What follows belongs to an exercise in optimizing a design on an open flow for small area, a short achievable clock period and few clock cycles per item; a production flow would make more cautious choices. Only simulation tests tie the RTL to the original design; equivalence was not proved. Power figures rest on the tool's default switching activity, not on a simulated workload.

wip/amber:
==> flow/design.v <==
`timescale 1ns / 1ps
module udp_parser_top(
    input clock,
    input reset,
    input out_tready,
    output in_tready,
    input [255:0] in_tdata,
    input in_tvalid,
    input in_tlast,
    output reg out_tvalid,
    output [255:0] out_tdata
    );
    function [31:0] pick;
        input [31:0] a, b;
        input use_b_ok, is_min;
        begin
            pick = (use_b_ok & ((b > a) ^ is_min)) ? b : a;
        end
    endfunction
    localparam HDR = 2'd0, OPC = 2'd1, DAT = 2'd2;
    reg [1:0] state;
    reg       rdy;
    assign in_tready = rdy;
    wire fire = in_tvalid & rdy;
    reg [255:0] d1;
    integer i;
    reg v1, f1, l1;
    reg [15:0] cg, ce;
    reg op0, op1, op2;               
    wire ok4 = ~((state == DAT) & in_tlast);
    wire ok5 = (state == DAT) & ~in_tlast;
    always @(posedge clock) begin
        for (i = 0; i < 16; i = i + 1) begin
            cg[i] <= in_tdata[128 + 32 * (i / 4) + 8 * (i % 4) +: 8] > in_tdata[32 * (i / 4) + 8 * (i % 4) +: 8];
            ce[i] <= in_tdata[128 + 32 * (i / 4) + 8 * (i % 4) +: 8] == in_tdata[32 * (i / 4) + 8 * (i % 4) +: 8];
        end
        op0 <= (in_tdata[175:160] == 16'd0);
        op1 <= (in_tdata[175:160] == 16'd1);
        op2 <= (in_tdata[175:160] == 16'd2);
        d1 <= {in_tdata[255:160] & {96{ok5}}, in_tdata[159:128] & {32{ok4}}, in_tdata[127:0]};
        if (reset) begin
            state <= HDR;
            v1 <= 0; f1 <= 0; l1 <= 0;
        end else begin
            v1 <= fire & (state != HDR);
            f1 <= fire & (state == OPC);
            l1 <= fire & (state == DAT) & in_tlast;
            if (fire) begin
                case (state)
                    HDR: state <= OPC;
                    OPC: state <= DAT;
                    default: if (in_tlast) state <= HDR;
                endcase
            end
        end
    end
    reg m_sum, m_max, m_min;         
    wire s_sum = f1 ? op0 : m_sum;
    wire s_min = f1 ? op2 : m_min;
    always @(posedge clock)
        if (f1) begin
            m_sum <= op0;
            m_max <= op1;
            m_min <= op2;
        end
    wire mid = ~f1 & ~l1;
    wire [31:0] x0 = d1[0 +: 32], x1 = d1[32 +: 32], x2 = d1[64 +: 32], x3 = d1[96 +: 32];
    wire [31:0] x4 = d1[128 +: 32], x5 = d1[160 +: 32], x6 = d1[192 +: 32], x7 = d1[224 +: 32];
    function gt4;
        input [3:0] g, e;
        begin
            gt4 = g[3] | e[3] & (g[2] | e[2] & (g[1] | e[1] & g[0]));
        end
    endfunction
    wire [3:0] sel;
    assign sel[0] = ~l1 & (gt4(cg[3:0], ce[3:0]) ^ s_min);
    assign sel[1] = mid & (gt4(cg[7:4], ce[7:4]) ^ s_min);
    assign sel[2] = mid & (gt4(cg[11:8], ce[11:8]) ^ s_min);
    assign sel[3] = mid & (gt4(cg[15:12], ce[15:12]) ^ s_min);
    wire [31:0] p0 = sel[0] ? x4 : x0;
    wire [31:0] p1 = sel[1] ? x5 : x1;
    wire [31:0] p2 = sel[2] ? x6 : x2;
    wire [31:0] p3 = sel[3] ? x7 : x3;
    reg [31:0] q0, q1;
    reg v2, f2, l2;
    always @(posedge clock) begin
        q0 <= pick(p0, p2, 1'b1, s_min);
        q1 <= s_sum ? ((x0 + x1) + (x2 + x3)) + ((x4 + x5) + (x6 + x7))
                    : pick(p1, p3, 1'b1, s_min);
        if (reset) begin
            v2 <= 0; f2 <= 0; l2 <= 0;
        end else begin
            v2 <= v1; f2 <= f1; l2 <= v1 & l1;
        end
    end
    wire [31:0] bm = pick(q0, q1, 1'b1, m_min);
    reg  [31:0] acc;
    reg         done;                
    wire [31:0] acc_sum = (f2 ? 32'd0 : acc) + q1;
    wire [31:0] acc_mm  = f2 ? bm : pick(acc, bm, 1'b1, m_min);
    wire [31:0] acc_nxt = m_sum ? acc_sum : (m_max | m_min) ? acc_mm : 32'd0;
    always @(posedge clock)
        if (v2) acc <= acc_nxt;
    reg  [31:0] obuf;
    reg         owed1, owed2;
    wire slot = ~out_tvalid | out_tready;
    wire xfer = done & slot;
    wire take = out_tvalid & out_tready;
    wire last_in = fire & (state == DAT) & in_tlast;
    wire owed2_nxt = ~take & (owed2 | (owed1 & last_in));
    wire owed1_nxt = last_in | (take ? owed2 : owed1);
    assign out_tdata = {224'd0, obuf};
    always @(posedge clock) begin
        if (slot) obuf <= acc;
        if (reset) begin
            done <= 0;
            out_tvalid <= 0;
            owed1 <= 0;
            owed2 <= 0;
            rdy <= 1;
        end else begin
            done <= l2 | (done & ~xfer);
            if (slot) out_tvalid <= done;
            owed1 <= owed1_nxt;
            owed2 <= owed2_nxt;
            rdy <= take | ~owed2 | ((state == HDR) & ~fire);
        end
    end
endmodule
clock: 28.0 ns
lec_check: 0
cap_margin: 40
core_margin: 2
core_utilization: 40
cts_cluster_diameter: 100
cts_cluster_size: 24
slew_margin: 40
standard.sh (not shown) runs the stock make flow with config.mk's settings and CLKGATE_MAP_FILE= SYNTH_SCRIPT=/design/flow/synth_recipe.tcl, a recipe that flattens the netlist after the stock synthesis.
==> flow/flow/run.sh <==
#!/bin/bash
# The standard layout (standard.sh), with plain buffers (buf_2) on the
# ports in place of the delay-cell buffers that port buffering picks itself.
# The whole make output goes to standard.log; each ORFS step keeps its own
# log under orfs/logs/.
set -o pipefail
export BUFFER_PORTS_ARGS="-buffer_cell sky130_fd_sc_hd__buf_2"
bash standard.sh > standard.log 2>&1
Having completed the whole flow, wip/amber delivered a layout that passed the timing, design-rule and antenna checks.
Testbench counts of wip/amber, summed over its fixed seeds: cycles 6,481, packets 512.
The following lists how wip/indigo was set up differently from wip/amber:
==> flow/flow/run.sh <==
#!/bin/bash
set -o pipefail
export BUFFER_PORTS_ARGS="-buffer_cell sky130_fd_sc_hd__buf_2"
export CTS_ARGS="-sink_clustering_enable -repair_clock_nets -sink_clustering_size 30 -sink_clustering_max_diameter 80 -dont_use_dummy_load -distance_between_buffers 1000 -branching_point_buffers_distance 1000"
bash standard.sh > standard.log 2>&1
--- a/flow/config.mk
+++ b/flow/config.mk
@@ -10,4 +10,4 @@
 export CORE_UTILIZATION = 40
-export CTS_CLUSTER_DIAMETER = 100
-export CTS_CLUSTER_SIZE = 24
+export CTS_CLUSTER_DIAMETER = 80
+export CTS_CLUSTER_SIZE = 30
 export SLEW_MARGIN = 40
[summary]
Changes observed in wip/indigo relative to wip/amber: combinational share of power saw an increase; antenna violation net count after detailed routing saw little to no change; clock-pin slew of the registers on the worst-case setup and hold paths saw little to no change; critical path required time saw a decrease.
wip/amber -> wip/indigo: per-cell routed wire length flat
In wip/indigo relative to wip/amber, clock-buffer cell count had gone down by a few percent.
Per the comparison of wip/indigo with wip/amber, total design power decreased by 1.3% relative to the old numbers, clock distribution area overhead in the final layout decreased by 0.34 points relative to the old numbers.
## Diff of input files: wip/quartz against wip/indigo
==> flow/flow/run.sh <==
#!/bin/bash
set -o pipefail
export BUFFER_PORTS_ARGS="-buffer_cell sky130_fd_sc_hd__buf_2"
export CTS_ARGS="-sink_clustering_enable -repair_clock_nets -sink_clustering_size 30 -sink_clustering_max_diameter 80 -dont_use_dummy_load"
bash standard.sh > standard.log 2>&1
--- outcome ---
- wip/indigo → wip/quartz: total count of max-transition violations in the final report comparable, flip-flop and latch count did not really move, switching power share of the total closely matched the old numbers.
- Any difference in worst hold slack between wip/indigo and wip/quartz is small enough to ignore.
- From wip/indigo to wip/quartz the numbers moved as follows: arrival time at the worst endpoint ~0 delta; count of multi-input gates ~0 delta.
- wip/quartz vs. wip/indigo: total power divided by cell area neither gained nor lost much; initial antenna violation count neither gained nor lost much; total power after layout neither gained nor lost much.

-- afterwards: timing with drivers on the ports --
How much do the figures lean on ideal ports? The routed layouts below were timed once more, with nothing changed but the port constraints. Step 1 assumes that a clkbuf_16 drives the clock port and a buf_2 every other input. Step 2, shift: input delay + t, output delay - t, t = (earliest + latest rising clock arrival at the registers) / 2. This alone moves slack from input paths to output paths. Three values: ideal, step 1, step 2; two values: the first two.
| run | t (ns) | setup WS [ns] | hold WS [ns] | latest minus earliest clock arrival (ns) | worst register clock-pin slew, ns |
|---|---|---|---|---|---|
| wip/amber | 0.631 | 21.203 / 21.166 / 20.605 | 0.409 / 0.409 / 0.409 | 0.030 / 0.031 | 0.10 / 0.10 |
| wip/indigo | 0.643 | 21.239 / 21.183 / 20.641 | 0.404 / 0.404 / 0.404 | 0.072 / 0.073 | 0.11 / 0.11 |
| wip/quartz | 0.643 | 21.239 / 21.183 / 20.641 | 0.404 / 0.404 / 0.404 | 0.072 / 0.073 | 0.11 / 0.11 |
After both steps every run listed still meets setup and hold.
